Context: an optimization exercise on an open-source flow, tuned for small area, a short achievable clock period and few clock cycles. The choices shown serve that exercise and are no tape-out recipe.
RTL that was checked went through simulation tests only; none was proved equivalent to the original.
Function not checked in runs 6 and 7: the RTL went through the layout flow alone.
Power is estimated from default activity; no workload was simulated.

$ cat design.v
module adder(
    input   [7:0]   a,
    input   [7:0]   b,
    input           ci,
    output  [7:0]   s,
    output          co
);
    wire    [7:0]   g0 = a & b;
    wire    [7:0]   p0 = a ^ b;
    wire    [7:0]   g1, p1;
    wire    [7:0]   g2, p2;
    wire    [7:0]   g3, p3;
    genvar i;
    generate
        for (i = 0; i < 8; i = i + 1) begin : l1
            if (i % 2 == 1) begin : c
                assign g1[i] = g0[i] | (p0[i] & g0[i - 1]);
                assign p1[i] = p0[i] & p0[i - 1];
            end else begin : k
                assign g1[i] = g0[i];
                assign p1[i] = p0[i];
            end
        end
        for (i = 0; i < 8; i = i + 1) begin : l2
            if (i % 4 >= 2) begin : c
                assign g2[i] = g1[i] | (p1[i] & g1[i - (i % 4) + 1]);
                assign p2[i] = p1[i] & p1[i - (i % 4) + 1];
            end else begin : k
                assign g2[i] = g1[i];
                assign p2[i] = p1[i];
            end
        end
        for (i = 0; i < 8; i = i + 1) begin : l3
            if (i >= 4) begin : c
                assign g3[i] = g2[i] | (p2[i] & g2[3]);
                assign p3[i] = p2[i] & p2[3];
            end else begin : k
                assign g3[i] = g2[i];
                assign p3[i] = p2[i];
            end
        end
    endgenerate
    wire    [7:0]   c = g3 | (p3 & {8{ci}});
    assign s = p0 ^ {c[6:0], ci};
    assign co = c[7];
endmodule
module dec16(
    input   [3:0]   a,
    output  [15:0]  y
);
    wire    [3:0]   l, h;
    dec4n ul(.a(a[1:0]), .y(l));
    dec4n uh(.a(a[3:2]), .y(h));
    genvar i;
    generate
        for (i = 0; i < 16; i = i + 1) begin : g
            nor2m u(.a(l[i % 4]), .b(h[i / 4]), .y(y[i]));
        end
    endgenerate
endmodule
module dec4n(
    input   [1:0]   a,
    output  [3:0]   y
);
    assign y = ~{a[1] & a[0], a[1] & ~a[0], ~a[1] & a[0], ~a[1] & ~a[0]};
endmodule
module nor2m(
    input           a,
    input           b,
    output          y
);
    assign y = ~(a | b);
endmodule
module rbit(
    input   [15:0]  d,
    input   [15:0]  e,
    output          y
);
    wire    [15:0]  t;
    wire    [3:0]   u;
    genvar i;
    generate
        for (i = 0; i < 16; i = i + 1) begin : g
            nand2m ut(.a(d[i]), .b(e[i]), .y(t[i]));
        end
        for (i = 0; i < 4; i = i + 1) begin : h
            nand4m uu(.a(t[4 * i + 3 : 4 * i]), .y(u[i]));
        end
    endgenerate
    or4m uy(.a(u), .y(y));
endmodule
module rport(
    input   [127:0] q,
    input   [15:0]  e,
    output  [7:0]   y
);
    genvar b, i;
    generate
        for (b = 0; b < 8; b = b + 1) begin : gb
            wire    [15:0]  col;
            for (i = 0; i < 16; i = i + 1) begin : gi
                assign col[i] = q[8 * i + b];
            end
            rbit u(.d(col), .e(e), .y(y[b]));
        end
    endgenerate
endmodule
module nand2m(
    input           a,
    input           b,
    output          y
);
    assign y = ~(a & b);
endmodule
module nand4m(
    input   [3:0]   a,
    output          y
);
    assign y = ~(&a);
endmodule
module or4m(
    input   [3:0]   a,
    output          y
);
    assign y = |a;
endmodule
module sap1(
    input           clk,
    input           rst,
    input           mem_we,
    input   [3:0]   mem_addr,
    input   [7:0]   mem_wdata,
    output  [7:0]   mem_rdata,
    output  [7:0]   out,
    output          cf,
    output          zf,
    output          halted
);
    reg     [7:0]   ir;          
    reg     [3:0]   pc;          
    reg     [7:0]   a;
    reg             c, z;
    reg     [7:0]   o;
    reg             h;           
    reg     [7:0]   ram [0:15];
    wire    [3:0]   op = ir[7:4];
    wire    [3:0]   x = ir[3:0];
    wire            hlt = (op == 4'hf);
    assign out = o;
    assign cf = c;
    assign zf = z;
    assign halted = h | (!rst & hlt);
    wire    [127:0] q;
    genvar i;
    generate
        for (i = 0; i < 16; i = i + 1) begin : gq
            assign q[8 * i + 7 : 8 * i] = ram[i];
        end
    endgenerate
    wire    [15:0]  me;
    wire    [7:0]   m;
    dec16 u_mdec(.a(x), .y(me));
    rport u_mport(.q(q), .e(me), .y(m));
    wire    [15:0]  pe;
    dec16 u_pdec(.a(mem_addr), .y(pe));
    rport u_pport(.q(q), .e(pe), .y(mem_rdata));
    wire            jump = (op == 4'h6) | (op == 4'h7 & c) | (op == 4'h8 & z);
    wire    [3:0]   fa = rst ? 4'h0 : jump ? x : pc;
    wire    [15:0]  fe;
    wire    [7:0]   rd;
    dec16 u_fdec(.a(fa), .y(fe));
    rport u_fport(.q(q), .e(fe), .y(rd));
    wire            sta = !h & (op == 4'h4);
    wire    [7:0]   wd = rst ? mem_wdata : a;
    generate
        for (i = 0; i < 16; i = i + 1) begin : gw
            always @(posedge clk) begin
                if (rst ? mem_we & pe[i] : sta & me[i]) ram[i] <= wd;
            end
        end
    endgenerate
    wire            fwd = rst ? mem_we & (mem_addr == 4'h0) : sta & (x == fa);
    wire    [7:0]   nxt = fwd ? wd : rd;
    always @(posedge clk) begin
        ir <= nxt;
    end
    wire            s = op[0];
    wire    [7:0]   t;
    wire            co;
    adder u_add(.a(a), .b(m ^ {8{s}}), .ci(s), .s(t), .co(co));
    always @(posedge clk or posedge rst) begin
        if (rst) begin
            pc <= 4'h1;
            a <= 8'b0;
            c <= 1'b0;
            z <= 1'b0;
            o <= 8'b0;
            h <= 1'b0;
        end else if (!h) begin
            pc <= fa + 4'h1;
            case (op)
                4'h1: a <= m;
                4'h2, 4'h3: begin
                    a <= t;
                    c <= co ^ s;
                    z <= (t == 8'b0);
                end
                4'h5: a <= {4'b0, x};
                4'he: o <= a;
                4'hf: h <= 1'b1;
                default: ;
            endcase
        end
    end
endmodule
$ cat run.sh
#!/bin/bash
# synth_recipe.tcl (not shown) runs the flow's synth.tcl, then flattens the netlist and writes it again
# the make line also repeats each setting of config.mk as NAME=value (left out here)
make -C /OpenROAD-flow-scripts/flow DESIGN_CONFIG=/design/flow/config.mk WORK_HOME=/design/flow/orfs CLKGATE_MAP_FILE= SYNTH_SCRIPT=/design/flow/synth_recipe.tcl finish
$ cat config.mk
export PLATFORM = sky130hd
export DESIGN_NAME = sap1
export DESIGN_NICKNAME = sap1
export VERILOG_FILES = /design/flow/design.v
export SDC_FILE = /design/flow/constraint.sdc
export NUM_CORES = 4
export LEC_CHECK = 0
export CAP_MARGIN = 20
export CORE_MARGIN = 2
export CORE_UTILIZATION = 55
export CTS_BUF_LIST = sky130_fd_sc_hd__clkbuf_8
export SETUP_SLACK_MARGIN = 2.5
export SLEW_MARGIN = 20
export SYNTH_HIERARCHICAL = 1
$ cat constraint.sdc
create_clock -name core_clock -period 6.5 [get_ports {clk}]
set_input_delay 1.3000 -clock core_clock [delete_from_list [all_inputs] [get_ports {clk}]]
set_output_delay 1.3000 -clock core_clock [all_outputs]
set_load 0.01 [all_outputs]
==> flow_metrics.py, run 1 <==
metrics = {
    "cts": {
        "htreeDepth": 4,
        "cts_hold_buf": 0,
        "cts-buffers-inserted": 17,
        "cts_tree": "done",
        "clock_latency_ps": 480,
        "clk_pin_slew_ps": 90,
        "clock-sinks": 159,
        "clk_path_buf_depth": 2,
        "root_buffer": "clkbuf_8",
    },
    "route": {
        "avgViaCountPerCell": 6.72,
        "vias": 8193,
        "first_iter_violations": 1294,
        "drc_errors": 0,
        "wl_per_cell_um": 26.5,
        "drt_wl_total_um": 32200,
        "final_antenna_net_count": 0,
        "first_pass_iters": 6,
    },
    "grt": {
        "antenna_found_initial": 0,
        "grt_max_degree": 26,
        "gr-usage-all-layers": 0.388,
        "grt_overflow": 0,
        "grt_pass1_wl_um": 46300,
        "grt_pass1_vias": 7302,
    },
    "critical_path": {
        "path_cells": "buf_6 -> nand2b_4 -> nor2_4 -> buf_4 -> nand2_1 -> nand4_1 -> or4_1 -> buf_2",
        "slowest_stage": "or4_1",
        "crit_type": "primary input to primary output",
        "rr_startpoint": "ir[1]",
        "arrival_ps": 2750,
        "path_max_fanout": 7,
        "worst-r2r-cell-count": 14,
        "cp-start-kind": "primary input",
        "cp.required_ps": 5200,
        "crit_path_max_incr_delay_ps": 470,
        "worstReg2RegEnd": "z",
        "critPathCaptureType": "primary output",
        "r2r_slack_ps": 2640,
    },
    "yosys": {
        "synth_edf_count": 128,
        "yosys.area.top_type": "edfxtp_1",
        "synth_area_leaders": "edfxtp_1 44%, nand2_1 17%, nand4_1 7.0%",
        "syn_area_per_cell_um2": 9.27,
        "synth_flop_cell": "edfxtp_1",
        "synth_most_common_cell": "nand2_1",
        "synth_cell_types": 59,
        "synthesis.nets": 959,
        "synth_common_cells": "401 x nand2_1, 128 x edfxtp_1, 97 x nand4_1",
        "netlist_area_mm2": 0.00866,
        "async_flop_share": 0.145,
        "synth_top_area_frac": 0.444,
        "synth_seq_cells": 159,
        "synthCells": 934,
        "seq_area_frac_synth": 0.529,
        "synth_warnings": 8,
    },
    "floorplanning": {
        "io_pins": 34,
        "dieHeight_um": 129,
        "dieArea_mm2": 0.0168,
        "num_rows": 45,
        "placeableCoreArea_mm2": 0.0153,
        "start_util": 0.565,
        "die_x_um": 129,
    },
    "layout": {
        "fin_cells": 1219,
        "area_delta_synth_final_pct": 15.6,
        "regArea_mm2": 0.00459,
        "drive_gt1_frac": 0.158,
        "fin_area_mm2": 0.0100,
        "fill_cells": 1231,
        "insertedDiodeCount": 0,
        "nets": 1020,
        "multi_input_area_mm2": 0.00422,
    },
    "timing": {
        "finalHoldViolations": 0,
        "rsz0062_at_grt": "true",
        "slew_headroom": 0.381,
        "period_minus_slack_ps": 4050,
        "fin_skew_ps": 17.3,
        "worst_pin_slew_ps": 929,
        "finalSetupViolCount": 0,
        "post-route-period-util": 0.623,
        "tns_ps": 0,
        "slew_violations": 0,
        "fmax_mhz": 247,
    },
    "run_status": {
        "status": "finished clean",
    },
    "power_and_ir_drop": {
        "power.total_w": 0.00432,
        "power.density_mw_per_mm2": 432,
        "peakVddDrop_uv": 241,
        "power_leakage_nw": 3.62,
    },
    "placement": {
        "portBuffers": 33,
        "dp.final_hpwl_um": 22300,
        "placed_area_mm2": 0.00920,
        "routabilityCongestion": 1.07,
        "dp.cells": 1166,
    },
    "worst_hold_path": {
        "min_path_type": "register to register",
        "hp-start": "o[6]",
        "holdPathStages": 1,
        "worstHoldEndpoint": "o[6]",
    },
    "job": {
        "drv_cap": 0,
    },
}
==> critical path, delay by kind of cell <==
| kind | cells | cell delay, ps |
|---|---|---|
| buffers and inverters | 3 | 400 |
| AND/OR/NAND/NOR | 5 | 1030 |
==> logic make-up after synthesis <==
logic type                 synth area share
xor gates and xnor gates             0.0182
AOI/OAI and AO/OA                    0.0581
muxes                                0.0394
and+or+nand+nor                       0.328
buffers and inverters                0.0124
DFF                                   0.529
adders and majority gates            0.0153
==> layer usage <==
layer / part of all wire / global-route usage
met1: 0.38 / 0.508
met2: 0.46 / 0.619
met3: 0.11 / 0.0871
met4: 0.057 / 0.179
met5: 0 / 0
==> worst max-delay path by stage <==
stage / start / end / slack, ps / depth (start not counted)
4_1_cts: mem_addr[3] / mem_rdata[2] / 2450 / 7
5_1_grt: mem_addr[1] / mem_rdata[1] / 2450 / 8
2_1_floorplan: rst / halted / 2550 / 4
3_5_place_dp: mem_addr[2] / mem_rdata[2] / 1360 / 7
3_3_place_gp: mem_addr[2] / mem_rdata[7] / 1330 / 7
6_report: mem_addr[0] / mem_rdata[1] / 2450 / 8
==> per-module statistics from Yosys (local to each module, per instance), a selection <==
module / cells / area [um^2] / flops+latches
sap1: 318 / 5800 / 159
adder: 40 / 320 / 0
dec4n: 4 / 22.5 / 0
or4m: 1 / 7.51 / 0
nand4m: 1 / 6.26 / 0
nand2m: 1 / 3.75 / 0
nor2m: 1 / 3.75 / 0
==> state kept, by name, indices dropped and copies added, names as in the netlist <==
name and flops:
a 8, ir 8, o 8, z 1, h 1, c 1
ram 128, pc 4
==> power by group <==
group          switching [W]  internal (W)  leakage [nW]
Clock               0.000452      0.000297         0.202
Combinational        0.00132      0.000818          1.90
Sequential          0.000167       0.00127          1.52
Total                0.00194       0.00238          3.62
==> metrics by stage <==
stage               setup slack (ps)  hold WS (ps)  utilization
floorplan                       2550           484            -
global placement                1330           487        0.600
detailed placement              1360           498        0.600
CTS                             2450           519        0.638
global route                    2450           537        0.654
finish                          2450           519        0.654
==> timing repair <==
action | 4_1_cts | 5_1_grt
pin swaps | 26 | 23
setup buffers | 4 | 13
setup endpoints to repair | 9 | 21
cloned | 1 | 3
endpoints found under the hold margin | 0 | 0
resized for setup | 105 | 43
==> layout by cell type, fill, tap and decap left out, drive strengths merged, types with 12 or more instances in the layout <==
master           n
a21oi           13
a22o            21
buf             31
clkbuf          17
clkdlybuf4s50   20
dfrtp           22
edfxtp         128
inv             19
mux2            25
nand2          402
nand2b          12
nand4           97
nor2            69
o21ai           13
or4             24
xor2            12
==> cell type report <==
type / count / area share
inverter: 11 / 0.00413
timing repair buffer: 51 / 0.0486
multi-input combinational: 755 / 0.421
clock buffer: 17 / 0.0234
tap: 211 / 0.0264
clock inverter: 15 / 0.0181
sequential: 159 / 0.458
Testbench counts, summed over its fixed seeds: cycles 18,992.
==> run 2, diff against run 1 <==
--- a/design.v
+++ b/design.v
@@ -88,5 +88,8 @@
         end
     endgenerate
-    or4m uy(.a(u), .y(y));
+    wire    [1:0]   w;
+    nor2m uw0(.a(u[0]), .b(u[1]), .y(w[0]));
+    nor2m uw1(.a(u[2]), .b(u[3]), .y(w[1]));
+    nand2m uy(.a(w[0]), .b(w[1]), .y(y));
 endmodule
 module rport(
@@ -118,10 +121,4 @@
 );
     assign y = ~(&a);
-endmodule
-module or4m(
-    input   [3:0]   a,
-    output          y
-);
-    assign y = |a;
 endmodule
 module sap1(
==> flow_metrics.py, run 2 <==
metrics = {
    "timing": {
        "holdWs_ps": 509,
        "post-route-period-util": 0.613,
        "fmax_mhz": 251,
        "fin_ws_ps": 2520,
        "period_minus_slack_ps": 3980,
        "fin_skew_ps": 21.2,
        "tns_ps": 0,
        "slew_headroom": 0.427,
        "finalHoldViolations": 0,
        "finalSetupViolCount": 0,
        "slew_violations": 0,
        "rsz0062_at_grt": "true",
        "worst_pin_slew_ps": 859,
    },
    "yosys": {
        "synthesis.nets": 1007,
        "synth_common_cells": "425 x nand2_1, 128 x edfxtp_1, 112 x nor2_1",
        "async_flop_share": 0.145,
        "synth_most_common_cell": "nand2_1",
        "synth_seq_cells": 159,
        "synthCells": 982,
        "synth_cell_types": 58,
        "synth_top_area_frac": 0.439,
        "synth_area_leaders": "edfxtp_1 44%, nand2_1 18%, nand4_1 6.9%",
        "seq_area_frac_synth": 0.524,
        "synth_flop_cell": "edfxtp_1",
        "netlist_area_mm2": 0.00875,
        "syn_area_per_cell_um2": 8.91,
        "synth_edf_count": 128,
        "synth_warnings": 8,
        "yosys.area.top_type": "edfxtp_1",
    },
    "grt": {
        "grt_max_degree": 25,
        "antenna_found_initial": 1,
        "grt_overflow": 0,
        "grt_pass1_wl_um": 42400,
        "gr-usage-all-layers": 0.345,
        "grt_pass1_vias": 7100,
    },
    "power_and_ir_drop": {
        "power.total_w": 0.00419,
        "power.density_mw_per_mm2": 411,
        "power_leakage_nw": 3.70,
        "peakVddDrop_uv": 271,
    },
    "critical_path": {
        "crit_type": "primary input to primary output",
        "cp_common_cell": "nand2_1",
        "cp.required_ps": 5200,
        "cp-start-kind": "primary input",
        "crit_path_max_incr_delay_ps": 320,
        "path_cells": "clkbuf_4 -> or2_4 -> nor2_4 -> buf_6 -> nand2_1 -> nand4_1 -> nor2_1 -> nand2_1 -> clkdlybuf4s15_2",
        "arrival_ps": 2680,
        "path_max_fanout": 6,
        "critPathCaptureType": "primary output",
        "slowest_stage": "or2_4",
    },
    "layout": {
        "drive_gt1_frac": 0.141,
        "largest_reg_flops": 128,
        "layout_common_cells": "423 x nand2_1, 128 x edfxtp_1, 97 x nand4_1",
        "top_register": "ram",
        "nets": 1077,
        "final_common_cell": "nand2_1",
        "area_delta_synth_final_pct": 16.4,
        "fin_cells": 1280,
        "insertedDiodeCount": 0,
    },
    "floorplanning": {
        "die_x_um": 130,
        "dieArea_mm2": 0.0169,
        "start_util": 0.557,
        "placeableCoreArea_mm2": 0.0157,
        "num_rows": 46,
        "dieHeight_um": 130,
        "io_pins": 34,
    },
    "cts": {
        "cts_tree": "done",
        "htreeDepth": 4,
        "clock_latency_ps": 480,
        "cts_hold_buf": 0,
        "cts-buffers-inserted": 17,
        "clk_path_buf_depth": 2,
        "clk_pin_slew_ps": 90,
        "clock-sinks": 159,
        "root_buffer": "clkbuf_8",
    },
    "route": {
        "final_antenna_net_count": 0,
        "first_pass_iters": 8,
        "vias": 7984,
        "drc_errors": 0,
        "avgViaCountPerCell": 6.24,
        "wl_per_cell_um": 22.3,
        "drt_wl_total_um": 28500,
        "first_iter_violations": 1161,
    },
    "placement": {
        "place_ws_ps": 1520,
        "routabilityCongestion": 0.970,
        "dp.cells": 1220,
        "portBuffers": 33,
        "dp.final_hpwl_um": 18900,
    },
    "worst_hold_path": {
        "min_path_type": "register to register",
    },
    "run_status": {
        "status": "finished clean",
    },
    "job": {
        "drv_cap": 0,
    },
}
## run 2: changes by cell type after synthesis
cell     delta
nor2_1     +48
or4_1      -24
nand2_1    +24
## run 2: worst paths after layout
kind	start	end	slack [ps]	cells after the start
worst max-delay path	mem_addr[0]	mem_rdata[7]	2520	9
worst min-delay path	o[5]	o[5]	510	1
worst max register to register	ir[3]	z	2710	15
min in group asynchronous	rst	pc[3]	1410	4
worst min register to register	o[5]	o[5]	510	1
max in group asynchronous	rst	pc[0]	4810	4
## run 2: critical path, delay by kind of cell
kind / cells / cell delay (ps)
simple gates: 6 / 840
buf+inv: 3 / 540
## run 2: timing repair
action	4_1_cts	5_1_grt
setup buffers	16	6
pin swaps	22	11
gates cloned	7	0
resized for setup	89	30
endpoints found under the hold margin	0	0
endpoints found under the setup margin	9	13
## run 2: layout make-up
| type | count | area (um^2) |
|---|---|---|
| Clock buffer | 17 | 234 |
| Clock inverter | 14 | 134 |
| Fill cell | 1310 | 5520 |
| Inverter | 11 | 41.3 |
| Multi-Input combinational cell | 806 | 4350 |
| Sequential cell | 159 | 4580 |
| Tap cell | 216 | 270 |
| Timing Repair Buffer | 57 | 576 |
## run 2: modules after synthesis (local to each module, per instance), a selection
module | flip-flops and latches | cell area (um^2)
sap1 | 159 | 5800
adder | 0 | 320
dec4n | 0 | 22.5
nand4m | 0 | 6.26
nand2m | 0 | 3.75
nor2m | 0 | 3.75
## run 2: logic make-up (layout without fill, tap and decap cells)
group / Yosys count / after routing / share of synthesized area
AO/OA/AOI/OAI: 66 / 66 / 0.0575
flip-flops: 159 / 159 / 0.524
multiplexers: 28 / 28 / 0.0390
adder cells (fa/ha/maj): 10 / 10 / 0.0152
AND/OR/NAND/NOR: 677 / 684 / 0.334
XOR/XNOR: 18 / 18 / 0.0180
buffers and inverters: 24 / 99 / 0.0123
## run 2: metrics by stage
step / area (um^2) / utilization
2_1_floorplan: 8750 / -
3_3_place_gp: 9300 / 0.592
3_5_place_dp: 9300 / 0.592
4_1_cts: 10100 / 0.640
5_1_grt: 10200 / 0.648
6_report: 10200 / 0.648
## run 2: routing by layer
layer  vias to the layer above  wire length (um)  global-route usage
met5                         -                12                   0
met4                         2              1200               0.139
met3                        91              3270              0.0992
met2                       549             12600               0.525
met1                      3742             11500               0.469
li1                       3600                 -                   -
## run 2: report_power, final
part	switching, W	internal [W]
sequential	0.000150	0.00126
combinational	0.00127	0.000795
clock	0.000399	0.000306
Testbench counts of run 2, summed over its fixed seeds: cycles 18,992.
==> run 3, diff against run 2 <==
--- a/config.mk
+++ b/config.mk
@@ -10,5 +10,5 @@
 export CORE_UTILIZATION = 55
 export CTS_BUF_LIST = sky130_fd_sc_hd__clkbuf_8
-export SETUP_SLACK_MARGIN = 2.5
+export SETUP_SLACK_MARGIN = 2.8
 export SLEW_MARGIN = 20
 export SYNTH_HIERARCHICAL = 1
==> flow_metrics.py, run 3 <==
metrics = {
    "run_status": {
        "status": "finished clean",
    },
    "route": {
        "first_pass_iters": 6,
        "first_iter_violations": 1390,
        "final_antenna_net_count": 0,
        "drc_errors": 0,
        "vias": 8451,
        "wl_per_cell_um": 23.1,
        "avgViaCountPerCell": 6.35,
        "drt_wl_total_um": 30700,
    },
    "floorplanning": {
        "start_util": 0.557,
        "dieArea_mm2": 0.0169,
        "placeableCoreArea_mm2": 0.0157,
        "io_pins": 34,
        "num_rows": 46,
        "die_x_um": 130,
        "dieHeight_um": 130,
    },
    "yosys": {
        "synth_common_cells": "425 x nand2_1, 128 x edfxtp_1, 112 x nor2_1",
        "synth_edf_count": 128,
        "synth_seq_cells": 159,
        "synth_top_area_frac": 0.439,
        "synth_most_common_cell": "nand2_1",
        "seq_area_frac_synth": 0.524,
        "synth_area_leaders": "edfxtp_1 44%, nand2_1 18%, nand4_1 6.9%",
        "synth_cell_types": 58,
        "synth_flop_cell": "edfxtp_1",
        "syn_area_per_cell_um2": 8.91,
        "synthCells": 982,
        "synth_warnings": 8,
        "synthesis.nets": 1007,
        "async_flop_share": 0.145,
        "yosys.area.top_type": "edfxtp_1",
        "netlist_area_mm2": 0.00875,
    },
    "cts": {
        "cts-buffers-inserted": 17,
        "clock-sinks": 159,
        "htreeDepth": 4,
        "cts_hold_buf": 0,
        "cts_tree": "done",
        "root_buffer": "clkbuf_8",
        "clock_latency_ps": 490,
        "clk_pin_slew_ps": 90,
        "clk_path_buf_depth": 2,
    },
    "critical_path": {
        "crit_type": "primary input to primary output",
        "path_max_fanout": 6,
        "cp-start-kind": "primary input",
        "critPathCaptureType": "primary output",
        "arrival_ps": 2570,
        "cp.required_ps": 5200,
        "r2r_slack_ps": 2890,
    },
    "power_and_ir_drop": {
        "pwr-share-comb": 0.491,
        "power.density_mw_per_mm2": 407,
        "clock_power_share": 0.185,
        "power_leakage_nw": 4.00,
        "peakVddDrop_uv": 219,
        "power_switching_w": 0.00190,
        "power.total_w": 0.00438,
        "p_int_w": 0.00248,
        "swShare": 0.434,
        "pwr-share-seq": 0.324,
    },
    "layout": {
        "final_common_cell": "nand2_1",
        "fin_cells": 1330,
        "area_delta_synth_final_pct": 22.9,
        "top_register": "ram",
        "drive_gt1_frac": 0.199,
        "insertedDiodeCount": 0,
        "largest_reg_flops": 128,
        "layout_common_cells": "419 x nand2_1, 128 x edfxtp_1, 97 x nand4_1",
        "nets": 1126,
    },
    "timing": {
        "slew_violations": 0,
        "slew_headroom": 0.435,
        "fin_skew_ps": 14.5,
        "fin_ws_ps": 2630,
        "fmax_mhz": 258,
        "rsz0062_at_grt": "true",
        "tns_ps": 0,
        "post-route-period-util": 0.596,
        "worst_pin_slew_ps": 848,
        "period_minus_slack_ps": 3870,
        "finalHoldViolations": 0,
        "finalSetupViolCount": 0,
    },
    "placement": {
        "place_ws_ps": 1530,
        "dp.cells": 1219,
        "routabilityCongestion": 0.992,
        "portBuffers": 33,
        "dp.final_hpwl_um": 19400,
    },
    "grt": {
        "grt_pass1_vias": 7502,
        "gr-usage-all-layers": 0.366,
        "antenna_found_initial": 0,
        "grt_pass1_wl_um": 44600,
        "grt_max_degree": 19,
        "grt_overflow": 0,
    },
    "worst_hold_path": {
        "min_path_type": "register to register",
    },
    "job": {
        "drv_cap": 0,
    },
}
run 3: cell counts after synthesis:
Identical to the previous run, type by type.
run 3: cell families (layout without fill, tap and decap cells):
family / Yosys count / count (layout) / synth area share
xor+xnor: 18 / 18 / 0.0180
mux: 28 / 28 / 0.0390
fa+ha+maj: 10 / 10 / 0.0152
compound gates: 66 / 66 / 0.0575
flops: 159 / 159 / 0.524
simple gates: 677 / 688 / 0.334
buf+inv: 24 / 145 / 0.0123
run 3: worst paths after layout:
check | start | to | cells past startpoint
max | mem_addr[1] | mem_rdata[7] | 10
min | o[5] | o[5] | 1
max reg2reg | ir[0] | z | 15
min reg2reg | o[5] | o[5] | 1
max in group asynchronous | rst | o[1] | 4
min in group asynchronous | rst | pc[2] | 4
run 3: layout make-up:
type	instances	area (um^2)
Inverter	11	45.0
Sequential cell	159	4580
Timing Repair inverter	1	5.00
Fill cell	1238	4960
Timing Repair Buffer	101	941
Clock inverter	15	195
Clock buffer	17	234
Tap cell	216	270
Multi-Input combinational cell	810	4480
run 3: timing repair:
item                                    CTS  global route
gates resized for setup                 156            33
cloned                                   12             0
pin swaps                                50            18
endpoints found under the setup margin   10            23
buffers inserted                         58             9
run 3: metrics by stage:
| step | instance area (um^2) | utilization | hold WS [ps] |
|---|---|---|---|
| after floorplan | 8760 | - | 484 |
| after global placement | 9300 | 0.592 | 488 |
| after detailed placement | 9300 | 0.592 | 493 |
| after CTS | 10600 | 0.674 | 513 |
| after global routing | 10800 | 0.685 | 525 |
| final | 10800 | 0.685 | 510 |
run 3: power by group through the flow:
stage               clock [W]  sequential [W]  combinational [W]
finish               0.000809         0.00142            0.00215
global route         0.000853         0.00144            0.00232
CTS                  0.000821         0.00141            0.00203
detailed placement          0         0.00143            0.00197
global placement            0         0.00143            0.00195
floorplan                   0         0.00137            0.00144
run 3: worst max-delay path, cell delays in order:
cell,delay (ps)
buf_12,120
or2_4,330
buf_6,160
nor2_4,120
buf_6,120
nand2_2,30
nand4_1,120
nor2_1,50
nand2_1,80
buf_2,130
run 3: per-layer routing:
metal | GRT usage | routed length [um]
met2 | 0.538 | 13000
met1 | 0.484 | 11900
met5 | 0 | 0
met4 | 0.211 | 2050
met3 | 0.110 | 3790
run 3: modules after synthesis, one instance, submodules excluded, a selection:
module,cells inside,flops+latches,times used,area [um^2]
dec4n,4,0,6,22.5
sap1,318,159,1,5800
adder,40,0,1,320
nor2m,1,0,96,3.75
nand2m,1,0,408,3.75
nand4m,1,0,96,6.26
==> run 4, diff against run 3 <==
--- a/design.v
+++ b/design.v
@@ -185,5 +185,8 @@
     wire    [7:0]   t;
     wire            co;
-    adder u_add(.a(a), .b(m ^ {8{s}}), .ci(s), .s(t), .co(co));
+    wire    [7:0]   b = m ^ {8{s}};
+    adder u_add(.a(a), .b(b), .ci(s), .s(t), .co(co));
+    wire    [7:0]   p = a ^ b;
+    wire            zr = &(p ~^ {a[6:0] | b[6:0], s});
     always @(posedge clk or posedge rst) begin
         if (rst) begin
@@ -201,5 +204,5 @@
                     a <= t;
                     c <= co ^ s;
-                    z <= (t == 8'b0);
+                    z <= zr;
                 end
                 4'h5: a <= {4'b0, x};
--- a/config.mk
+++ b/config.mk
@@ -10,5 +10,5 @@
 export CORE_UTILIZATION = 55
 export CTS_BUF_LIST = sky130_fd_sc_hd__clkbuf_8
-export SETUP_SLACK_MARGIN = 2.8
+export SETUP_SLACK_MARGIN = 2.5
 export SLEW_MARGIN = 20
 export SYNTH_HIERARCHICAL = 1
==> flow_metrics.py, run 4 <==
metrics = {
    "placement": {
        "place_ws_ps": 1560,
        "portBuffers": 33,
        "routabilityCongestion": 1.03,
        "dp.final_hpwl_um": 21100,
    },
    "critical_path": {
        "worst-r2r-cell-count": 14,
        "arrival_ps": 2680,
        "worstReg2RegEnd": "c",
        "cp-startpoint": "mem_addr[2]",
        "endpoint": "mem_rdata[4]",
        "cp-start-kind": "primary input",
        "r2r_slack_ps": 2660,
        "crit_type": "primary input to primary output",
        "critPathCaptureType": "primary output",
        "cp.required_ps": 5200,
        "path_max_fanout": 6,
        "rr_startpoint": "ir[0]",
    },
    "timing": {
        "slew_violations": 0,
        "fin_skew_ps": 17.1,
        "post-route-period-util": 0.612,
        "fin_ws_ps": 2520,
        "slew_headroom": 0.353,
        "finalSetupViolCount": 0,
        "finalHoldViolations": 0,
        "tns_ps": 0,
        "fmax_mhz": 251,
        "rsz0062_at_grt": "true",
        "period_minus_slack_ps": 3980,
        "worst_pin_slew_ps": 970,
    },
    "worst_hold_path": {
        "min_path_type": "register to register",
    },
    "layout": {
        "top_register": "ram",
        "insertedDiodeCount": 0,
        "nets": 1172,
        "drive_gt1_frac": 0.123,
        "area_delta_synth_final_pct": 16.7,
        "layout_common_cells": "423 x nand2_1, 128 x edfxtp_1, 99 x nand4_1",
        "final_common_cell": "nand2_1",
        "largest_reg_flops": 128,
        "fill_cells": 1347,
    },
    "cts": {
        "cts-buffers-inserted": 17,
        "clock-sinks": 159,
        "htreeDepth": 4,
        "clk_path_buf_depth": 2,
        "cts_tree": "done",
        "clk_pin_slew_ps": 90,
        "clock_latency_ps": 490,
        "cts_hold_buf": 0,
        "root_buffer": "clkbuf_8",
    },
    "yosys": {
        "synth_warnings": 8,
        "synth_most_common_cell": "nand2_1",
        "synth_area_leaders": "edfxtp_1 42%, nand2_1 18%, nand4_1 6.8%",
        "synthesis.nets": 1093,
        "async_flop_share": 0.145,
        "synth_flop_cell": "edfxtp_1",
        "synth_seq_cells": 159,
        "synthCells": 1061,
        "seq_area_frac_synth": 0.503,
        "yosys.area.top_type": "edfxtp_1",
        "synth_edf_count": 128,
        "syn_area_per_cell_um2": 8.59,
        "netlist_area_mm2": 0.00911,
        "synth_cell_types": 56,
        "synth_top_area_frac": 0.422,
        "synth_common_cells": "426 x nand2_1, 128 x edfxtp_1, 110 x nor2_1",
    },
    "route": {
        "first_iter_violations": 1324,
        "wl_per_cell_um": 23.1,
        "drc_errors": 0,
        "avgViaCountPerCell": 6.42,
        "vias": 8817,
        "drt_wl_total_um": 31700,
        "final_antenna_net_count": 0,
        "first_pass_iters": 8,
    },
    "floorplanning": {
        "placeableCoreArea_mm2": 0.0164,
        "num_rows": 47,
        "dieHeight_um": 133,
        "dieArea_mm2": 0.0176,
        "start_util": 0.555,
        "die_x_um": 133,
        "io_pins": 34,
    },
    "run_status": {
        "status": "finished clean",
    },
    "power_and_ir_drop": {
        "peakVddDrop_uv": 251,
        "power_leakage_nw": 3.93,
        "power.density_mw_per_mm2": 427,
    },
    "grt": {
        "antenna_found_initial": 0,
        "grt_pass1_wl_um": 47100,
        "grt_overflow": 0,
        "grt_max_degree": 25,
        "gr-usage-all-layers": 0.360,
        "grt_pass1_vias": 7895,
    },
    "job": {
        "drv_cap": 0,
    },
}
==> run 4: cell types whose count changed after synthesis, sizes merged, moves of 8 or more <==
cell	before	now
mux2	25	2
o2111ai	2	10
a31oi	1	9
clkbuf	6	14
inv	11	30
nor3	1	10
nand2b	12	22
or4	0	9
mux2i	3	15
==> run 4: power by group <==
part           internal [W]  switching, W  leakage, nW  total, W
logic              0.000924       0.00148         2.23   0.00241
clock network      0.000289      0.000441        0.202  0.000730
registers           0.00126      0.000147         1.50   0.00141
total               0.00248       0.00207         3.93   0.00455
==> run 4: worst min path at each step <==
| stage | from | endpoint | cells after the start |
|---|---|---|---|
| 2_1_floorplan | o[0] | o[0] | 2 |
| 3_3_place_gp | o[4] | o[4] | 2 |
| 3_5_place_dp | o[3] | o[3] | 2 |
| 4_1_cts | o[3] | o[3] | 2 |
| 5_1_grt | o[5] | o[5] | 2 |
| 6_report | o[4] | o[4] | 2 |
==> run 4: per-stage QoR <==
stage / instance area [um^2] / cells / hold slack, ps / utilization / total power (W)
after floorplan: 9110 / 1061 / 516 / - / 0.00306
after global placement: 9670 / 1298 / 461 / 0.589 / 0.00368
after detailed placement: 9670 / 1298 / 469 / 0.589 / 0.00371
after CTS: 10600 / 1372 / 490 / 0.647 / 0.00446
after global routing: 10600 / 1373 / 530 / 0.648 / 0.00481
final: 10600 / 1373 / 481 / 0.648 / 0.00455
==> run 4: layout make-up <==
| cell class | count | area (um^2) | area share |
|---|---|---|---|
| multi-input combinational | 863 | 4680 | 0.440 |
| sequential | 159 | 4580 | 0.431 |
| tap | 220 | 275 | 0.0259 |
| clock buffer | 17 | 234 | 0.0220 |
| clock inverter | 15 | 165 | 0.0155 |
| inverter | 30 | 113 | 0.0106 |
| timing repair buffer | 69 | 587 | 0.0552 |
==> run 4: timing repair <==
item / 4_1_cts / 5_1_grt
gates resized for setup: 93 / 23
gates cloned: 12 / 0
setup buffers: 30 / 1
setup endpoints to repair: 9 / 14
pin swaps: 27 / 6
==> run 4: per-layer routing <==
layer / track usage / share of wire
met1: 0.496 / 0.39
met2: 0.539 / 0.44
met3: 0.0847 / 0.12
met4: 0.170 / 0.054
met5: 0 / 0
==> run 4: cell families after synthesis <==
family / Yosys count / share of synthesized area
buffers and inverters: 51 / 0.0229
adders and majority gates: 17 / 0.0242
AOI/OAI and AO/OA: 82 / 0.0670
and+or+nand+nor: 711 / 0.341
DFF: 159 / 0.503
xor gates and xnor gates: 24 / 0.0231
muxes: 17 / 0.0189
==> run 4: worst max-delay path: stages <==
cell     delay, ps
buf_2          150
or2_4          330
buf_4          160
nor2_4         120
buf_4          150
nand2_1         50
nand4_1        120
nor2_1          80
nand2_1         90
buf_2          130
==> run 4: modules after synthesis, one instance, submodules excluded, excerpt <==
module | flops+latches | copies in the design
sap1 | 159 | 1
adder | 0 | 1
dec4n | 0 | 6
nand4m | 0 | 96
nand2m | 0 | 408
nor2m | 0 | 96
Testbench counts of run 4, summed over its fixed seeds: cycles 18,992.
==> run 5, diff against run 4 <==
--- a/design.v
+++ b/design.v
@@ -72,4 +72,22 @@
     assign y = ~(a | b);
 endmodule
+module ao222n(
+    input           a0, b0, a1, b1, a2, b2,
+    output          y
+);
+    assign y = ~((a0 & b0) | (a1 & b1) | (a2 & b2));
+endmodule
+module ao22n(
+    input           a0, b0, a1, b1,
+    output          y
+);
+    assign y = ~((a0 & b0) | (a1 & b1));
+endmodule
+module nand6(
+    input   [5:0]   a,
+    output          y
+);
+    assign y = ~(&a);
+endmodule
 module rbit(
     input   [15:0]  d,
@@ -77,19 +95,12 @@
     output          y
 );
-    wire    [15:0]  t;
-    wire    [3:0]   u;
-    genvar i;
-    generate
-        for (i = 0; i < 16; i = i + 1) begin : g
-            nand2m ut(.a(d[i]), .b(e[i]), .y(t[i]));
-        end
-        for (i = 0; i < 4; i = i + 1) begin : h
-            nand4m uu(.a(t[4 * i + 3 : 4 * i]), .y(u[i]));
-        end
-    endgenerate
-    wire    [1:0]   w;
-    nor2m uw0(.a(u[0]), .b(u[1]), .y(w[0]));
-    nor2m uw1(.a(u[2]), .b(u[3]), .y(w[1]));
-    nand2m uy(.a(w[0]), .b(w[1]), .y(y));
+    wire    [5:0]   n;
+    ao222n u0(d[0], e[0], d[1], e[1], d[2], e[2], n[0]);
+    ao222n u1(d[3], e[3], d[4], e[4], d[5], e[5], n[1]);
+    ao222n u2(d[6], e[6], d[7], e[7], d[8], e[8], n[2]);
+    ao222n u3(d[9], e[9], d[10], e[10], d[11], e[11], n[3]);
+    ao222n u4(d[12], e[12], d[13], e[13], d[14], e[14], n[4]);
+    nand2m u5(.a(d[15]), .b(e[15]), .y(n[5]));
+    nand6  u6(n, y);
 endmodule
 module rport(
@@ -115,10 +126,4 @@
 );
     assign y = ~(a & b);
-endmodule
-module nand4m(
-    input   [3:0]   a,
-    output          y
-);
-    assign y = ~(&a);
 endmodule
 module sap1(
@@ -185,8 +190,5 @@
     wire    [7:0]   t;
     wire            co;
-    wire    [7:0]   b = m ^ {8{s}};
-    adder u_add(.a(a), .b(b), .ci(s), .s(t), .co(co));
-    wire    [7:0]   p = a ^ b;
-    wire            zr = &(p ~^ {a[6:0] | b[6:0], s});
+    adder u_add(.a(a), .b(m ^ {8{s}}), .ci(s), .s(t), .co(co));
     always @(posedge clk or posedge rst) begin
         if (rst) begin
@@ -204,5 +206,5 @@
                     a <= t;
                     c <= co ^ s;
-                    z <= zr;
+                    z <= (t == 8'b0);
                 end
                 4'h5: a <= {4'b0, x};
==> flow/run.sh (new file) <==
#!/bin/bash
# The standard layout (standard.sh), with the port buffers that ORFS inserts
# before global placement made from sky130_fd_sc_hd__buf_1 instead of the
# cell buffer_ports picks by itself; repair resizes them where timing needs.
set -euo pipefail
export BUFFER_PORTS_ARGS="-buffer_cell sky130_fd_sc_hd__buf_1"
bash standard.sh > standard.log 2>&1
==> standard.sh (new file) <==
#!/bin/bash
# synth_recipe.tcl (not shown) runs the flow's synth.tcl, then flattens the netlist and writes it again
# the make line also repeats each setting of config.mk as NAME=value (left out here)
make -C /OpenROAD-flow-scripts/flow DESIGN_CONFIG=/design/flow/config.mk WORK_HOME=/design/flow/orfs CLKGATE_MAP_FILE= SYNTH_SCRIPT=/design/flow/synth_recipe.tcl "${@:-finish}"
--- a/config.mk
+++ b/config.mk
@@ -7,4 +7,5 @@
 export LEC_CHECK = 0
 export CAP_MARGIN = 20
+export CELL_PAD_IN_SITES_DETAIL_PLACEMENT = 1
 export CORE_MARGIN = 2
 export CORE_UTILIZATION = 55
removed: run.sh
==> flow_metrics.py, run 5 <==
metrics = {
    "run_status": {
        "status": "finished clean",
    },
    "timing": {
        "period_minus_slack_ps": 4240,
        "holdWs_ps": 517,
        "slew_violations": 0,
        "rsz0062_at_grt": "true",
        "finalSetupViolCount": 0,
        "worst_pin_slew_ps": 911,
        "slew_headroom": 0.391,
        "post-route-period-util": 0.652,
        "tns_ps": 0,
        "fin_skew_ps": 28.7,
        "fin_ws_ps": 2260,
        "finalHoldViolations": 0,
        "fmax_mhz": 236,
    },
    "layout": {
        "final_common_cell": "edfxtp_1",
        "top_register": "ram",
        "regArea_mm2": 0.00459,
        "largest_reg_flops": 128,
        "multi_input_area_mm2": 0.00363,
        "drive_gt1_frac": 0.240,
        "fill_cells": 1362,
        "fin_cells": 894,
        "nets": 721,
        "area_delta_synth_final_pct": 16.7,
        "layout_common_cells": "128 x edfxtp_1, 120 x a222oi_1, 40 x nor2_1",
    },
    "cts": {
        "clk_path_buf_depth": 2,
        "cts_hold_buf": 0,
        "clock_latency_ps": 500,
        "clk_pin_slew_ps": 110,
        "cts_tree": "done",
        "htreeDepth": 4,
        "root_buffer": "clkbuf_8",
        "clock-sinks": 159,
        "cts-buffers-inserted": 17,
    },
    "route": {
        "avgViaCountPerCell": 8.38,
        "final_antenna_net_count": 0,
        "drc_errors": 0,
        "wl_per_cell_um": 38.1,
        "first_iter_violations": 1916,
        "vias": 7491,
        "drt_wl_total_um": 34100,
        "first_pass_iters": 12,
    },
    "power_and_ir_drop": {
        "p_int_w": 0.00246,
        "power.density_mw_per_mm2": 492,
        "power_switching_w": 0.00217,
        "power.total_w": 0.00463,
        "power_leakage_nw": 3.17,
        "clock_power_share": 0.173,
        "pwr-share-comb": 0.509,
        "pwr-share-seq": 0.318,
        "peakVddDrop_uv": 218,
        "swShare": 0.469,
    },
    "yosys": {
        "synth_edf_count": 128,
        "synth_cell_types": 60,
        "synth_warnings": 8,
        "seq_area_frac_synth": 0.568,
        "synth_area_leaders": "edfxtp_1 48%, a222oi_1 15%, dfrtp_1 6.8%",
        "async_flop_share": 0.145,
        "synth_seq_cells": 159,
        "synth_most_common_cell": "edfxtp_1",
        "syn_area_per_cell_um2": 13.0,
        "synth_flop_cell": "edfxtp_1",
        "synth_top_area_frac": 0.477,
        "synthCells": 622,
        "netlist_area_mm2": 0.00806,
        "synthesis.nets": 647,
        "yosys.area.top_type": "edfxtp_1",
        "synth_common_cells": "128 x edfxtp_1, 120 x a222oi_1, 64 x nor2_1",
    },
    "floorplanning": {
        "num_rows": 44,
        "dieHeight_um": 125,
        "die_x_um": 125,
        "dieArea_mm2": 0.0156,
        "start_util": 0.559,
        "placeableCoreArea_mm2": 0.0144,
        "io_pins": 34,
    },
    "grt": {
        "grt_pass1_wl_um": 45100,
        "antenna_found_initial": 2,
        "gr-max-usage-layer": "met2",
        "grt_use_met3": 0.110,
        "gr-usage-all-layers": 0.389,
        "met2_usage": 0.589,
        "grt_pass1_vias": 6970,
        "grtUsageMet1": 0.548,
        "grt_overflow": 0,
        "grt_max_degree": 20,
    },
    "critical_path": {
        "cp.required_ps": 5200,
        "path_max_fanout": 5,
        "arrival_ps": 2940,
        "critPathCaptureType": "primary output",
        "crit_type": "primary input to primary output",
        "cp-start-kind": "primary input",
    },
    "placement": {
        "routabilityCongestion": 0.989,
        "place_ws_ps": 1940,
        "dp.cells": 826,
        "portBuffers": 33,
        "dp.final_hpwl_um": 20100,
    },
    "worst_hold_path": {
        "min_path_type": "register to register",
    },
    "job": {
        "drv_cap": 0,
    },
}
run 5: cell count changes in the layout (fill, tap and decap cells not counted), moves of 9 or more:
cell             before  now
nand4_1              99    1
clkdlybuf4s50_1      20    0
nor2_4               27   11
nand2b_1             18    4
nand3_1              12   25
inv_1                30   10
and4_1                0   20
or4_1                 9    0
buf_1                 0   22
nand2_1             423   39
mux2_2                2   17
a222oi_1              0  120
nor2_1               80   40
mux2i_1              15    3
run 5: routing by layer:
metal / vias up / share of wire
met1: 3613 / 0.35
met4: 0 / 0.058
met3: 185 / 0.15
li1: 2878 / -
met5: - / 0
met2: 815 / 0.43
run 5: logic make-up (layout without fill, tap and decap cells):
family	after synthesis	count (layout)	synth area share
other	0	1	0
adder cells (fa/ha/maj)	10	10	0.0165
AO/OA/AOI/OAI	186	186	0.211
XOR/XNOR	18	18	0.0196
multiplexers	28	28	0.0424
flip-flops	159	159	0.568
buffers and inverters	24	109	0.0134
AND/OR/NAND/NOR	197	199	0.128
run 5: per-module statistics from Yosys, one instance, submodules excluded, a selection:
| module | cell area [um^2] | cells |
|---|---|---|
| nor2m | 3.75 | 1 |
| ao222n | 10.0 | 1 |
| nand6 | 13.8 | 2 |
| nand2m | 3.75 | 1 |
| dec4n | 22.5 | 4 |
| adder | 320 | 40 |
| sap1 | 5800 | 318 |
run 5: critical path, stage by stage:
cell	delay, ps
buf_12	90
nand2b_4	190
nor2_4	70
buf_4	140
a222oi_1	510
and4_4	380
nand3_4	90
buf_6	160
run 5: worst paths after layout:
check                             from  slack [ps]  cells past startpoint      endpoint
min                               o[3]         520                      1          o[3]
max in group asynchronous          rst        4770                      2          a[5]
max reg2reg                      ir[6]        2300                     13         ir[7]
min reg2reg                       o[3]         520                      1          o[3]
max                        mem_addr[0]        2260                      8  mem_rdata[1]
min in group asynchronous          rst        1360                      2             h
run 5: per-stage QoR:
step | utilization | area, um^2
floorplan | - | 8060
global placement | 0.579 | 8350
detailed placement | 0.579 | 8350
CTS | 0.631 | 9110
global route | 0.652 | 9400
finish | 0.652 | 9410
run 5: what timing repair did:
| action | in CTS | in global routing |
|---|---|---|
| pin swaps | 15 | 14 |
| setup endpoints to repair | 15 | 22 |
| hold endpoints to repair | 0 | 0 |
| gates resized for setup | 79 | 36 |
| gates cloned | 2 | 1 |
| setup buffers | 11 | 21 |
run 5: power groups by stage:
| stage | logic [W] | registers [W] | clock network (W) |
|---|---|---|---|
| finish | 0.00236 | 0.00147 | 0.000799 |
| global route | 0.00245 | 0.00148 | 0.000834 |
| CTS | 0.00202 | 0.00143 | 0.000769 |
| detailed placement | 0.00195 | 0.00145 | 0 |
| global placement | 0.00184 | 0.00143 | 0 |
| floorplan | 0.00142 | 0.00137 | 0 |
run 5: area by class of cell:
type	instances	area share
clock inverter	15	0.0177
sequential	159	0.488
timing repair inverter	1	0.000532
antenna	1	0.000266
clock buffer	17	0.0249
multi-input combinational	441	0.386
tap	184	0.0245
timing repair buffer	65	0.0524
inverter	11	0.00479
Testbench counts of run 5, summed over its fixed seeds: cycles 18,992.
==> run 6, diff against run 5 <==
--- a/design.v
+++ b/design.v
@@ -117,4 +117,35 @@
             end
             rbit u(.d(col), .e(e), .y(y[b]));
+        end
+    endgenerate
+endmodule
+module ao32n(
+    input           a1, a2, a3, b1, b2,
+    output          y
+);
+    assign y = ~((a1 & a2 & a3) | (b1 & b2));
+endmodule
+module seldec16(
+    input           sel,
+    input           en,
+    input   [3:0]   p,
+    input   [3:0]   xl,
+    input   [3:0]   xh,
+    output  [15:0]  y
+);
+    wire    [3:0]   ln, hn;
+    wire    [3:0]   pn = ~p;
+    ao32n l0(sel, pn[1], pn[0], en, xl[0], ln[0]);
+    ao32n l1(sel, pn[1], p[0],  en, xl[1], ln[1]);
+    ao32n l2(sel, p[1],  pn[0], en, xl[2], ln[2]);
+    ao32n l3(sel, p[1],  p[0],  en, xl[3], ln[3]);
+    ao32n h0(sel, pn[3], pn[2], en, xh[0], hn[0]);
+    ao32n h1(sel, pn[3], p[2],  en, xh[1], hn[1]);
+    ao32n h2(sel, p[3],  pn[2], en, xh[2], hn[2]);
+    ao32n h3(sel, p[3],  p[2],  en, xh[3], hn[3]);
+    genvar i;
+    generate
+        for (i = 0; i < 16; i = i + 1) begin : g
+            nor2m u(.a(ln[i % 4]), .b(hn[i / 4]), .y(y[i]));
         end
     endgenerate
@@ -145,4 +176,5 @@
     reg     [7:0]   o;
     reg             h;           
+    reg             hs;          
     reg     [7:0]   ram [0:15];
     wire    [3:0]   op = ir[7:4];
@@ -162,9 +194,10 @@
     wire    [15:0]  me;
     wire    [7:0]   m;
-    dec16 u_mdec(.a(x), .y(me));
+    wire    [3:0]   xl = {x[1:0] == 2'd3, x[1:0] == 2'd2, x[1:0] == 2'd1, x[1:0] == 2'd0};
+    wire    [3:0]   xh = {x[3:2] == 2'd3, x[3:2] == 2'd2, x[3:2] == 2'd1, x[3:2] == 2'd0};
+    seldec16 u_mdec(.sel(rst | hs), .en(!rst), .p(mem_addr),
+                    .xl(xl & {4{!hs}}), .xh(xh & {4{!hs}}), .y(me));
     rport u_mport(.q(q), .e(me), .y(m));
-    wire    [15:0]  pe;
-    dec16 u_pdec(.a(mem_addr), .y(pe));
-    rport u_pport(.q(q), .e(pe), .y(mem_rdata));
+    assign mem_rdata = m;
     wire            jump = (op == 4'h6) | (op == 4'h7 & c) | (op == 4'h8 & z);
     wire    [3:0]   fa = rst ? 4'h0 : jump ? x : pc;
@@ -173,17 +206,18 @@
     dec16 u_fdec(.a(fa), .y(fe));
     rport u_fport(.q(q), .e(fe), .y(rd));
-    wire            sta = !h & (op == 4'h4);
+    wire            we = rst ? mem_we : (!h & op == 4'h4);
     wire    [7:0]   wd = rst ? mem_wdata : a;
     generate
         for (i = 0; i < 16; i = i + 1) begin : gw
             always @(posedge clk) begin
-                if (rst ? mem_we & pe[i] : sta & me[i]) ram[i] <= wd;
-            end
-        end
-    endgenerate
-    wire            fwd = rst ? mem_we & (mem_addr == 4'h0) : sta & (x == fa);
+                if (we & me[i]) ram[i] <= wd;
+            end
+        end
+    endgenerate
+    wire            fwd = rst ? mem_we & (mem_addr == 4'h0) : we & (x == fa);
     wire    [7:0]   nxt = fwd ? wd : rd;
     always @(posedge clk) begin
         ir <= nxt;
+        hs <= (!rst & (h | hlt)) | (nxt[7:4] == 4'hf);
     end
     wire            s = op[0];
@@ -191,4 +225,5 @@
     wire            co;
     adder u_add(.a(a), .b(m ^ {8{s}}), .ci(s), .s(t), .co(co));
+    wire    [7:0]   za = s ? a : (~a + 8'd1);
     always @(posedge clk or posedge rst) begin
         if (rst) begin
@@ -206,5 +241,5 @@
                     a <= t;
                     c <= co ^ s;
-                    z <= (t == 8'b0);
+                    z <= (m == za);
                 end
                 4'h5: a <= {4'b0, x};
==> run.sh (new file) <==
#!/bin/bash
# synth_recipe.tcl (not shown) runs the flow's synth.tcl, then flattens the netlist and writes it again
# the make line also repeats each setting of config.mk as NAME=value (left out here)
make -C /OpenROAD-flow-scripts/flow DESIGN_CONFIG=/design/flow/config.mk WORK_HOME=/design/flow/orfs CLKGATE_MAP_FILE= SYNTH_SCRIPT=/design/flow/synth_recipe.tcl finish
--- a/config.mk
+++ b/config.mk
@@ -7,5 +7,4 @@
 export LEC_CHECK = 0
 export CAP_MARGIN = 20
-export CELL_PAD_IN_SITES_DETAIL_PLACEMENT = 1
 export CORE_MARGIN = 2
 export CORE_UTILIZATION = 55
removed: flow/run.sh
removed: standard.sh
==> flow_metrics.py, run 6 <==
metrics = {
    "layout": {
        "final_common_cell": "edfxtp_1",
        "fin_cells": 853,
        "nets": 686,
        "drive_gt1_frac": 0.247,
        "insertedDiodeCount": 0,
        "largest_reg_flops": 128,
        "area_delta_synth_final_pct": 21.3,
        "top_register": "ram",
        "layout_common_cells": "128 x edfxtp_1, 80 x a222oi_1, 39 x nor2_1",
        "fill_cells": 1004,
        "regArea_mm2": 0.00460,
        "multi_input_area_mm2": 0.00332,
    },
    "yosys": {
        "synthCells": 584,
        "seq_area_frac_synth": 0.603,
        "synth_common_cells": "128 x edfxtp_1, 80 x a222oi_1, 51 x nor2_1",
        "synth_most_common_cell": "edfxtp_1",
        "synth_flop_cell": "edfxtp_1",
        "synth_cell_types": 53,
        "synth_seq_cells": 160,
        "async_flop_share": 0.144,
        "synth_edf_count": 128,
        "synth_top_area_frac": 0.503,
        "synth_area_leaders": "edfxtp_1 50%, a222oi_1 10%, dfrtp_1 7.2%",
        "netlist_area_mm2": 0.00763,
        "synth_warnings": 8,
        "synthesis.nets": 610,
        "yosys.area.top_type": "edfxtp_1",
        "syn_area_per_cell_um2": 13.1,
    },
    "cts": {
        "clock_latency_ps": 480,
        "clk_pin_slew_ps": 80,
        "htreeDepth": 4,
        "clock-sinks": 160,
        "clk_path_buf_depth": 2,
        "cts-buffers-inserted": 17,
        "root_buffer": "clkbuf_8",
        "cts_tree": "done",
    },
    "floorplanning": {
        "dieArea_mm2": 0.0148,
        "io_pins": 34,
        "start_util": 0.556,
        "num_rows": 43,
        "die_x_um": 122,
        "dieHeight_um": 122,
        "placeableCoreArea_mm2": 0.0137,
    },
    "placement": {
        "routabilityCongestion": 0.917,
        "portBuffers": 33,
        "dp.final_hpwl_um": 15300,
        "dp.cells": 790,
    },
    "timing": {
        "slew_violations": 0,
        "post-route-period-util": 0.736,
        "worst_pin_slew_ps": 1170,
        "tns_ps": 0,
        "finalHoldViolations": 0,
        "rsz0062_at_grt": "true",
        "fmax_mhz": 209,
        "period_minus_slack_ps": 4780,
        "slew_headroom": 0.216,
        "finalSetupViolCount": 0,
        "fin_skew_ps": 18.6,
    },
    "grt": {
        "grt_overflow": 0,
        "grt_pass1_vias": 5497,
        "gr-usage-all-layers": 0.317,
        "antenna_found_initial": 0,
        "grt_pass1_wl_um": 33800,
        "grt_max_degree": 26,
    },
    "route": {
        "final_antenna_net_count": 0,
        "drc_errors": 0,
        "wl_per_cell_um": 27.2,
        "vias": 6139,
        "avgViaCountPerCell": 7.20,
        "first_iter_violations": 1450,
        "first_pass_iters": 10,
        "drt_wl_total_um": 23200,
    },
    "power_and_ir_drop": {
        "peakVddDrop_uv": 208,
        "power_leakage_nw": 3.18,
        "power.density_mw_per_mm2": 482,
    },
    "critical_path": {
        "crit_type": "primary input to primary output",
        "arrival_ps": 3480,
        "cp.required_ps": 5200,
        "path_max_fanout": 9,
        "critPathCaptureType": "primary output",
        "cp-start-kind": "primary input",
        "r2r_slack_ps": 2290,
    },
    "job": {
        "drv_cap": 0,
    },
    "run_status": {
        "status": "finished clean",
    },
    "worst_hold_path": {
        "min_path_type": "register to register",
    },
}
## run 6: area by class of cell
type | instances | share of cell area
clock inverters | 15 | 0.0172
repair buffers | 68 | 0.0692
clock buffers | 17 | 0.0253
well taps | 180 | 0.0243
multi-input cells | 394 | 0.359
flip-flops and latches | 160 | 0.497
inverters | 19 | 0.00811
## run 6: report_power, final
group	total (W)	internal [W]	switching (W)
sequential	0.00144	0.00128	0.000160
combinational	0.00230	0.00103	0.00127
clock	0.000721	0.000290	0.000431
## run 6: final timing paths
kind,cells past startpoint,end,from
hold reg to reg,2,o[1],o[1]
setup / recovery,10,mem_rdata[7],rst
max in group asynchronous,5,pc[0],rst
min in group asynchronous,5,a[2],rst
setup reg to reg,16,a[7],ir[2]
hold / removal,2,o[1],o[1]
## run 6: routing by layer
metal / track usage / wire length [um]
met4: 0.0999 / 514
met1: 0.475 / 9810
met2: 0.447 / 10200
met5: 0 / 0
met3: 0.0936 / 2730
## run 6: logic make-up after synthesis
group	share of synthesized area
flip-flops	0.603
buffers and inverters	0.0161
XOR/XNOR	0.0321
AO/OA/AOI/OAI	0.176
AND/OR/NAND/NOR	0.115
multiplexers	0.0388
adder cells (fa/ha/maj)	0.0190
## run 6: stage by stage
stage	total power (W)	utilization	worst slack [ps]	hold slack (ps)	area, um^2
2_1_floorplan	0.00279	-	1660	503	7880
3_3_place_gp	0.00331	0.612	684	462	8400
3_5_place_dp	0.00337	0.612	658	475	8400
4_1_cts	0.00430	0.669	1780	494	9170
5_1_grt	0.00468	0.675	1720	529	9260
6_report	0.00446	0.675	1720	492	9260
## run 6: what timing repair did
item	4_1_cts	5_1_grt
pin swaps	38	22
endpoints found under the hold margin	0	0
hold buffers	0	0
endpoints found under the setup margin	19	19
cloned	0	0
gates resized for setup	97	16
setup buffers	26	5
## run 6: modules after synthesis, one instance, submodules excluded, a selection
module	cells inside	area (um^2)
dec4n	4	22.5
nand2m	1	3.75
ao222n	1	10.0
nand6	2	13.8
nor2m	1	3.75
seldec16	4	15.0
## run 6: worst max-delay path, cell delays in order
cell        delay [ps]
buf_8               80
buf_4              130
clkinvlp_4         100
buf_4              170
a32oi_4            250
nor2_4             120
a222oi_1           640
and4_2             400
nand3_4            120
buf_6              170
==> run 7, diff against run 6 <==
--- a/design.v
+++ b/design.v
@@ -119,4 +119,11 @@
         end
     endgenerate
+endmodule
+module nand2m(
+    input           a,
+    input           b,
+    output          y
+);
+    assign y = ~(a & b);
 endmodule
 module ao32n(
@@ -150,11 +157,4 @@
         end
     endgenerate
-endmodule
-module nand2m(
-    input           a,
-    input           b,
-    output          y
-);
-    assign y = ~(a & b);
 endmodule
 module sap1(
@@ -194,27 +194,27 @@
     wire    [15:0]  me;
     wire    [7:0]   m;
-    wire    [3:0]   xl = {x[1:0] == 2'd3, x[1:0] == 2'd2, x[1:0] == 2'd1, x[1:0] == 2'd0};
-    wire    [3:0]   xh = {x[3:2] == 2'd3, x[3:2] == 2'd2, x[3:2] == 2'd1, x[3:2] == 2'd0};
-    seldec16 u_mdec(.sel(rst | hs), .en(!rst), .p(mem_addr),
-                    .xl(xl & {4{!hs}}), .xh(xh & {4{!hs}}), .y(me));
+    dec16 u_mdec(.a(x), .y(me));
     rport u_mport(.q(q), .e(me), .y(m));
-    assign mem_rdata = m;
     wire            jump = (op == 4'h6) | (op == 4'h7 & c) | (op == 4'h8 & z);
-    wire    [3:0]   fa = rst ? 4'h0 : jump ? x : pc;
+    wire    [3:0]   fa = jump ? x : pc;
+    wire    [3:0]   fl = {fa[1:0] == 2'd3, fa[1:0] == 2'd2, fa[1:0] == 2'd1, fa[1:0] == 2'd0};
+    wire    [3:0]   fh = {fa[3:2] == 2'd3, fa[3:2] == 2'd2, fa[3:2] == 2'd1, fa[3:2] == 2'd0};
     wire    [15:0]  fe;
     wire    [7:0]   rd;
-    dec16 u_fdec(.a(fa), .y(fe));
+    seldec16 u_fdec(.sel(rst | hs), .en(!rst), .p(mem_addr),
+                    .xl(fl & {4{!hs}}), .xh(fh & {4{!hs}}), .y(fe));
     rport u_fport(.q(q), .e(fe), .y(rd));
-    wire            we = rst ? mem_we : (!h & op == 4'h4);
+    assign mem_rdata = rd;
+    wire            sta = !h & (op == 4'h4);
     wire    [7:0]   wd = rst ? mem_wdata : a;
     generate
         for (i = 0; i < 16; i = i + 1) begin : gw
             always @(posedge clk) begin
-                if (we & me[i]) ram[i] <= wd;
-            end
-        end
-    endgenerate
-    wire            fwd = rst ? mem_we & (mem_addr == 4'h0) : we & (x == fa);
-    wire    [7:0]   nxt = fwd ? wd : rd;
+                if (rst ? mem_we & fe[i] : sta & me[i]) ram[i] <= wd;
+            end
+        end
+    endgenerate
+    wire            fwd = rst ? mem_we & (mem_addr == 4'h0) : sta & (x == fa);
+    wire    [7:0]   nxt = fwd ? wd : rst ? ram[0] : rd;
     always @(posedge clk) begin
         ir <= nxt;
@@ -225,5 +225,4 @@
     wire            co;
     adder u_add(.a(a), .b(m ^ {8{s}}), .ci(s), .s(t), .co(co));
-    wire    [7:0]   za = s ? a : (~a + 8'd1);
     always @(posedge clk or posedge rst) begin
         if (rst) begin
@@ -241,5 +240,5 @@
                     a <= t;
                     c <= co ^ s;
-                    z <= (m == za);
+                    z <= (t == 8'b0);
                 end
                 4'h5: a <= {4'b0, x};
==> flow_metrics.py, run 7 <==
metrics = {
    "route": {
        "first_pass_iters": 13,
        "vias": 6068,
        "drc_errors": 0,
        "wl_per_cell_um": 28.0,
        "first_iter_violations": 1333,
        "final_antenna_net_count": 0,
        "avgViaCountPerCell": 7.23,
        "drt_wl_total_um": 23500,
    },
    "grt": {
        "gr-max-usage-layer": "met2",
        "grt_use_met3": 0.0674,
        "gr-usage-all-layers": 0.321,
        "grtUsageMet1": 0.464,
        "grt_overflow": 0,
        "grt_pass1_vias": 5735,
        "grt_pass1_wl_um": 34700,
        "grt_max_degree": 26,
        "antenna_found_initial": 0,
        "met2_usage": 0.469,
    },
    "yosys": {
        "synth_seq_cells": 160,
        "synth_edf_count": 128,
        "synth_common_cells": "128 x edfxtp_1, 80 x a222oi_1, 46 x nor2_1",
        "synth_most_common_cell": "edfxtp_1",
        "synth_flop_cell": "edfxtp_1",
        "seq_area_frac_synth": 0.600,
        "synth_warnings": 8,
        "yosys.area.top_type": "edfxtp_1",
        "async_flop_share": 0.144,
        "syn_area_per_cell_um2": 13.4,
        "synthesis.nets": 602,
        "synthCells": 574,
        "synth_top_area_frac": 0.501,
        "synth_cell_types": 55,
        "synth_area_leaders": "edfxtp_1 50%, a222oi_1 10%, dfrtp_1 7.2%",
        "netlist_area_mm2": 0.00767,
    },
    "timing": {
        "finalHoldViolations": 0,
        "fin_skew_ps": 14.4,
        "post-route-period-util": 0.771,
        "finalSetupViolCount": 0,
        "tns_ps": 0,
        "rsz0062_at_grt": "true",
        "slew_headroom": 0.466,
        "fin_ws_ps": 1490,
        "worst_pin_slew_ps": 799,
        "period_minus_slack_ps": 5010,
        "fmax_mhz": 200,
        "slew_violations": 0,
    },
    "critical_path": {
        "path_max_fanout": 9,
        "worst-path-buf-inv": 3,
        "arrival_ps": 3710,
        "worst-r2r-cell-count": 14,
        "crit_type": "primary input to primary output",
        "slowest_stage": "a222oi_1",
        "critical-path-top-delay-family": "compound AO/OA/AOI/OAI gates",
        "crit_path_max_incr_delay_ps": 470,
        "cp.required_ps": 5200,
        "cp-start-kind": "primary input",
        "critPathCaptureType": "primary output",
        "path_cells": "dlygate4sd2_1 -> or2_4 -> a32oi_4 -> buf_4 -> nor2_4 -> a222oi_1 -> and4_1 -> nand3_2 -> buf_6",
        "cp.depth": 9,
        "r2r_slack_ps": 2630,
    },
    "floorplanning": {
        "die_x_um": 122,
        "num_rows": 43,
        "placeableCoreArea_mm2": 0.0138,
        "dieHeight_um": 122,
        "io_pins": 34,
        "start_util": 0.557,
        "dieArea_mm2": 0.0149,
    },
    "placement": {
        "dp.final_hpwl_um": 15600,
        "place_ws_ps": 865,
        "portBuffers": 33,
        "routabilityCongestion": 0.943,
    },
    "run_status": {
        "status": "finished clean",
    },
    "power_and_ir_drop": {
        "power.total_w": 0.00413,
        "peakVddDrop_uv": 306,
        "power.density_mw_per_mm2": 445,
        "power_leakage_nw": 3.21,
    },
    "layout": {
        "area_delta_synth_final_pct": 21.0,
        "insertedDiodeCount": 0,
        "fill_cells": 986,
        "nets": 674,
        "top_register": "ram",
        "layout_common_cells": "128 x edfxtp_1, 80 x a222oi_1, 30 x nand2_1",
        "final_core_util": 0.674,
        "final_common_cell": "edfxtp_1",
        "largest_reg_flops": 128,
        "drive_gt1_frac": 0.259,
    },
    "cts": {
        "clk_pin_slew_ps": 90,
        "cts_tree": "done",
        "root_buffer": "clkbuf_8",
        "cts-buffers-inserted": 17,
        "htreeDepth": 4,
        "clk_path_buf_depth": 2,
        "clock_latency_ps": 460,
        "clock-sinks": 160,
    },
    "worst_hold_path": {
        "min_path_type": "register to register",
        "holdPathStages": 2,
    },
    "job": {
        "drv_cap": 0,
    },
}
-- run 7: worst paths after layout --
kind / to / start
worst max-delay path: mem_rdata[5] / rst
worst min-delay path: pc[0] / pc[0]
worst max register to register: z / ir[0]
worst min register to register: pc[0] / pc[0]
max in group asynchronous: pc[0] / rst
min in group asynchronous: pc[2] / rst
-- run 7: cell type report --
cell class	instances	area [um^2]	share of cell area
Inverter	22	86.3	0.00930
Tap cell	180	225	0.0243
Clock inverter	15	191	0.0206
Clock buffer	17	234	0.0252
Timing Repair Buffer	66	637	0.0686
Sequential cell	160	4620	0.497
Multi-Input combinational cell	379	3290	0.355
-- run 7: repair_timing --
| item | CTS | global route |
|---|---|---|
| hold buffers | 0 | 0 |
| endpoints found under the setup margin | 18 | 11 |
| buffers inserted | 28 | 2 |
| pin swaps | 36 | 12 |
| resized for setup | 117 | 12 |
| cloned | 3 | 0 |
-- run 7: layer usage --
metal,vias up,share of wire
met5,-,0
met4,0,0.039
li1,2570,-
met3,57,0.11
met2,474,0.45
met1,2967,0.40
-- run 7: per-module statistics from Yosys (local to each module, per instance), a selection --
| module | flip-flops and latches | cells | times used | cell area (um^2) |
|---|---|---|---|---|
| sap1 | 160 | 354 | 1 | 6020 |
| dec4n | 0 | 4 | 2 | 22.5 |
| nor2m | 0 | 1 | 32 | 3.75 |
| nand2m | 0 | 1 | 16 | 3.75 |
| ao32n | 0 | 1 | 8 | 8.76 |
| seldec16 | 0 | 4 | 1 | 15.0 |
| nand6 | 0 | 2 | 16 | 13.8 |
| adder | 0 | 40 | 1 | 320 |
| ao222n | 0 | 1 | 80 | 10.0 |
-- run 7: kinds of logic (layout without fill, tap and decap cells) --
kind of cell / count (synthesis) / count (layout) / synth area share
flip-flops: 160 / 160 / 0.600
AO/OA/AOI/OAI: 155 / 155 / 0.176
AND/OR/NAND/NOR: 151 / 154 / 0.103
buffers and inverters: 38 / 120 / 0.0225
multiplexers: 37 / 37 / 0.0541
XOR/XNOR: 20 / 20 / 0.0228
adder cells (fa/ha/maj): 13 / 13 / 0.0222
-- run 7: worst min-delay path, stage by stage, from the launching register on --
cell and delay (ps):
dfstp_2 400, nand2_1 50, o21ai_0 60
-- run 7: through the flow --
| stage | cell area [um^2] | hold WS (ps) | cells |
|---|---|---|---|
| after floorplan | 7740 | 478 | 574 |
| after global placement | 8230 | 488 | 774 |
| after detailed placement | 8230 | 499 | 774 |
| final | 9280 | 510 | 839 |
| after global routing | 9280 | 541 | 839 |
| after CTS | 9240 | 514 | 837 |
-- run 7: where the power goes --
part           total (W)  switching (W)  internal, W  leakage [nW]
clock network   0.000791       0.000426     0.000365         0.218
registers        0.00142       0.000143      0.00128          1.53
logic            0.00192        0.00110     0.000821          1.46

==> afterwards: timing with drivers on the ports <==
The flow's constraints put no driver on any port. The routed layouts listed below were extracted and timed again, unchanged, in two steps. Step 1, drivers: a clkbuf_16 drives clk and a buf_2 each remaining input, both assumed. Step 2 times the ports against the registers' clock, not the clock port: input delays grow and output delays shrink by t, the midpoint of the rising clock arrivals with the driver on. a / b / c = ideal ports / drivers / drivers and shift; a / b = the first two.
run	t, ns	setup slack, ns
run 1	0.510	2.449 / 2.366 / 2.366
run 2	0.510	2.519 / 2.499 / 2.499
run 3	0.518	2.629 / 2.579 / 2.539
run 4	0.522	2.522 / 2.502 / 2.502
run 5	0.530	2.263 / 2.191 / 1.944
run 6	0.512	1.719 / 1.665 / 1.288
run 7	0.494	1.489 / 1.460 / 1.469
After both steps every run listed still meets setup and hold.
